What follows belongs to an exercise in optimizing a design on an open flow for small area; a production flow would make more cautious choices. No activity file was given, so power comes from the tool's default toggle rates.

==> inputs of branch cedar <==
Design Matrix_Multiplication, start of the top module:
module Matrix_Multiplication (
  input clk, reset,
  input [7:0] a1, a2, a3, a4, b1, b2, b3, b4,
  output [16:0] c1, c2, c3, c4, c5, c6, c7, c8, c9, c10, c11, c12, c13, c14, c15, c16
);
==> flow/config.mk <==
export PLATFORM = sky130hd
export DESIGN_NAME = Matrix_Multiplication
export DESIGN_NICKNAME = Matrix_Multiplication
export VERILOG_FILES = /design/flow/design.v
export SDC_FILE = /design/flow/constraint.sdc
export NUM_CORES = 4
export LEC_CHECK = 0
export CAP_MARGIN = 20
export CORE_MARGIN = 2
export CORE_UTILIZATION = 65
export GPL_TIMING_DRIVEN = 0
export SLEW_MARGIN = 20
==> flow/constraint.sdc <==
create_clock -name core_clock -period 8.0 [get_ports {clk}]
set_input_delay 1.6000 -clock core_clock [delete_from_list [all_inputs] [get_ports {clk}]]
set_output_delay 1.6000 -clock core_clock [all_outputs]
set_load 0.01 [all_outputs]
standard.sh (not shown) runs the stock make flow with config.mk's settings and CLKGATE_MAP_FILE= SYNTH_SCRIPT=/design/flow/synth_recipe.tcl, a recipe that flattens the netlist after the stock synthesis.
==> flow/flow/run.sh <==
#!/bin/bash
# Own flow: the standard layout, with the PE's leaf modules mapped one-to-one
# onto standard cells before synthesis (flow/map.py), buf_1 port buffers,
# synthesis buffers removed at floorplan, and the extra ORFS settings listed
# one per line in flow/make_args.  Each tool's output goes to a log here.
set -euo pipefail
python3 flow/map.py design.v > design_mapped.v 2> map.log
EXTRA=()
if [[ -f flow/make_args ]]; then
  while IFS= read -r line; do
    [[ -n "$line" && "$line" != \#* ]] && EXTRA+=("$line")
  done < flow/make_args
fi
bash standard.sh VERILOG_FILES=$PWD/design_mapped.v \
  "BUFFER_PORTS_ARGS=-buffer_cell sky130_fd_sc_hd__buf_1" \
  REMOVE_ABC_BUFFERS=1 "${EXTRA[@]}" \
  finish > standard.log 2>&1
==> flow/flow/make_args <==
CTS_ARGS=-sink_clustering_enable -repair_clock_nets -dont_use_dummy_load -buf_list sky130_fd_sc_hd__clkbuf_16 -sink_clustering_size 30 -sink_clustering_max_diameter 60
==> flow/flow/map.py <==
#!/usr/bin/env python3
"""Map the leaf modules of the PE netlist (Systolic_fa, Systolic_nand2, ...)
one-to-one onto sky130hd cells.  Reads design.v, writes the mapped design to
stdout.  Each leaf module keeps its name and ports; only its body becomes a
single standard-cell instance with the same function."""
import re, sys

CELLS = {
    'fa':    ("input a, b, ci, output s, co", "sky130_fd_sc_hd__fa_1 c (.A(a), .B(b), .CIN(ci), .SUM(s), .COUT(co));"),
    'ha':    ("input a, b, output s, co", "sky130_fd_sc_hd__ha_1 c (.A(a), .B(b), .SUM(s), .COUT(co));"),
    'nand2': ("input a, b, output y", "sky130_fd_sc_hd__nand2_1 c (.A(a), .B(b), .Y(y));"),
    'and2':  ("input a, b, output y", "sky130_fd_sc_hd__and2_1 c (.A(a), .B(b), .X(y));"),
    'nor2':  ("input a, b, output y", "sky130_fd_sc_hd__nor2_1 c (.A(a), .B(b), .Y(y));"),
    'or2':   ("input a, b, output y", "sky130_fd_sc_hd__or2_1 c (.A(a), .B(b), .X(y));"),
    'xor2':  ("input a, b, output y", "sky130_fd_sc_hd__xor2_1 c (.A(a), .B(b), .X(y));"),
    'xnor2': ("input a, b, output y", "sky130_fd_sc_hd__xnor2_1 c (.A(a), .B(b), .Y(y));"),
    'inv':   ("input a, output y", "sky130_fd_sc_hd__inv_1 c (.A(a), .Y(y));"),
    'nor2b': ("input a, bn, output y", "sky130_fd_sc_hd__nor2b_1 c (.A(a), .B_N(bn), .Y(y));"),
    'or2b':  ("input a, bn, output y", "sky130_fd_sc_hd__or2b_1 c (.A(a), .B_N(bn), .X(y));"),
}

src = open(sys.argv[1]).read()
n = 0
for m, (ports, body) in CELLS.items():
    pat = re.compile(r'\bmodule\s+Systolic_' + m + r'\b.*?\bendmodule\b', re.S)
    src, k = pat.subn(f"module Systolic_{m} ({ports});\n  {body}\nendmodule", src)
    n += k
sys.stdout.write(src)
print(f"map.py: mapped {n} leaf modules", file=sys.stderr)
==> branch tundra (differences from branch cedar) <==
==> flow/flow/run.sh (replaced) <==
#!/bin/bash
# Own flow: the standard layout, with the PE's leaf modules mapped one-to-one
# onto standard cells before synthesis, buf_1 port buffers and synthesis
# buffers removed at floorplan.  Each tool's output goes to a log in this folder.
set -euo pipefail
python3 flow/map.py design.v > design_mapped.v 2> map.log
EXTRA=()
[[ -f flow/cts_args ]] && EXTRA+=("CTS_ARGS=$(cat flow/cts_args)")
bash standard.sh VERILOG_FILES=$PWD/design_mapped.v \
  "BUFFER_PORTS_ARGS=-buffer_cell sky130_fd_sc_hd__buf_1" \
  REMOVE_ABC_BUFFERS=1 "${EXTRA[@]}" \
  finish > standard.log 2>&1
==> flow/flow/cts_args (new file) <==
-sink_clustering_enable -repair_clock_nets -dont_use_dummy_load -buf_list sky130_fd_sc_hd__clkbuf_4
--- a/flow/flow/map.py
+++ b/flow/flow/map.py
@@ -15,8 +15,6 @@
     'xor2':  ("input a, b, output y", "sky130_fd_sc_hd__xor2_1 c (.A(a), .B(b), .X(y));"),
     'xnor2': ("input a, b, output y", "sky130_fd_sc_hd__xnor2_1 c (.A(a), .B(b), .Y(y));"),
     'inv':   ("input a, output y", "sky130_fd_sc_hd__inv_1 c (.A(a), .Y(y));"),
-    'nor2b': ("input a, bn, output y", "sky130_fd_sc_hd__nor2b_1 c (.A(a), .B_N(bn), .Y(y));"),
-    'or2b':  ("input a, bn, output y", "sky130_fd_sc_hd__or2b_1 c (.A(a), .B_N(bn), .X(y));"),
 }
 
 src = open(sys.argv[1]).read()
--- a/flow/config.mk
+++ b/flow/config.mk
@@ -7,6 +7,5 @@
 export LEC_CHECK = 0
 export CAP_MARGIN = 20
 export CORE_MARGIN = 2
-export CORE_UTILIZATION = 65
-export GPL_TIMING_DRIVEN = 0
+export CORE_UTILIZATION = 40
 export SLEW_MARGIN = 20
removed: flow/flow/make_args
==> branch maple (differences from branch cedar) <==
==> flow/flow/make_args (replaced) <==
CTS_ARGS=-sink_clustering_enable -repair_clock_nets -dont_use_dummy_load -buf_list sky130_fd_sc_hd__clkbuf_8 -sink_clustering_size 20 -sink_clustering_max_diameter 60
--- a/flow/flow/map.py
+++ b/flow/flow/map.py
@@ -15,8 +15,6 @@
     'xor2':  ("input a, b, output y", "sky130_fd_sc_hd__xor2_1 c (.A(a), .B(b), .X(y));"),
     'xnor2': ("input a, b, output y", "sky130_fd_sc_hd__xnor2_1 c (.A(a), .B(b), .Y(y));"),
     'inv':   ("input a, output y", "sky130_fd_sc_hd__inv_1 c (.A(a), .Y(y));"),
-    'nor2b': ("input a, bn, output y", "sky130_fd_sc_hd__nor2b_1 c (.A(a), .B_N(bn), .Y(y));"),
-    'or2b':  ("input a, bn, output y", "sky130_fd_sc_hd__or2b_1 c (.A(a), .B_N(bn), .X(y));"),
 }
 
 src = open(sys.argv[1]).read()
==> branch onyx (differences from branch cedar) <==
==> flow/flow/make_args (replaced) <==
CTS_ARGS=-sink_clustering_enable -repair_clock_nets -dont_use_dummy_load -buf_list sky130_fd_sc_hd__clkbuf_4
--- a/flow/flow/map.py
+++ b/flow/flow/map.py
@@ -15,8 +15,6 @@
     'xor2':  ("input a, b, output y", "sky130_fd_sc_hd__xor2_1 c (.A(a), .B(b), .X(y));"),
     'xnor2': ("input a, b, output y", "sky130_fd_sc_hd__xnor2_1 c (.A(a), .B(b), .Y(y));"),
     'inv':   ("input a, output y", "sky130_fd_sc_hd__inv_1 c (.A(a), .Y(y));"),
-    'nor2b': ("input a, bn, output y", "sky130_fd_sc_hd__nor2b_1 c (.A(a), .B_N(bn), .Y(y));"),
-    'or2b':  ("input a, bn, output y", "sky130_fd_sc_hd__or2b_1 c (.A(a), .B_N(bn), .X(y));"),
 }
 
 src = open(sys.argv[1]).read()
--- a/flow/config.mk
+++ b/flow/config.mk
@@ -8,5 +8,4 @@
 export CAP_MARGIN = 20
 export CORE_MARGIN = 2
 export CORE_UTILIZATION = 65
-export GPL_TIMING_DRIVEN = 0
 export SLEW_MARGIN = 20
==> comparison <==
Branch tundra finished clean. Branch onyx passed the timing, DRC and antenna checks. Branch cedar finished with timing, DRC and antenna clean. Branch maple went through all stages and came out clean. Worst hold slack, highest first: branch maple, branch cedar, branch onyx, branch tundra. Against branch maple, the sequential power of branch onyx is higher by about 1%. The highest wire length belongs to branch tundra, the lowest to branch maple. Area after synthesis is the same in branch tundra and branch cedar. Core utilization: branch maple is lower than branch cedar (0.90 points). Clock skew: branch cedar < branch maple < branch onyx < branch tundra. Of branch cedar and branch onyx, branch onyx has the higher total power (gap about 1.4%, measured against branch onyx). Of branch onyx and branch maple, branch onyx has the higher clock power (gap 28%, measured against branch maple). Between branch onyx and branch cedar, the lower cell count is in branch cedar (gap about 4.3%, measured against branch cedar). Between branch cedar and branch tundra, the lower fmax is in branch cedar (gap about 3.5%, measured against branch tundra).
Function was not checked in any run of this note: the RTL went through the layout flow alone.

## afterwards: timing with drivers on the ports
In the flow no input, the clock included, has a driving cell. The finished layouts below were timed again as built, in two steps.
Step 1 sets driving cells, clkbuf_16 on the clock port and buf_2 on the other inputs (assumed; they add their load-dependent delay and slew).
Step 2, shift: input delay + t, output delay - t, t = (earliest + latest rising clock arrival at the registers) / 2. This alone moves slack from input paths to output paths.
Slacks: ideal / step 1 / step 2; pairs: ideal / step 1.
run	t (ns)	slack for setup (ns)	worst register clock-pin slew, ns	worst data-port slew with drivers (ns)
branch cedar	0.645	0.191 / 0.197 / -0.448	0.08 / 0.08	0.07
branch tundra	1.043	0.467 / 0.490 / -0.553	0.07 / 0.07	0.15
branch maple	0.714	0.195 / 0.222 / -0.492	0.11 / 0.11	0.08
branch onyx	0.998	0.437 / 0.469 / -0.529	0.07 / 0.07	0.08
With both steps, setup timing fails in every run listed, where it was met with ideal ports. The setup slack of branch tundra, which loses most, moves by +0.023 ns with the drivers and by -1.020 ns with both steps.
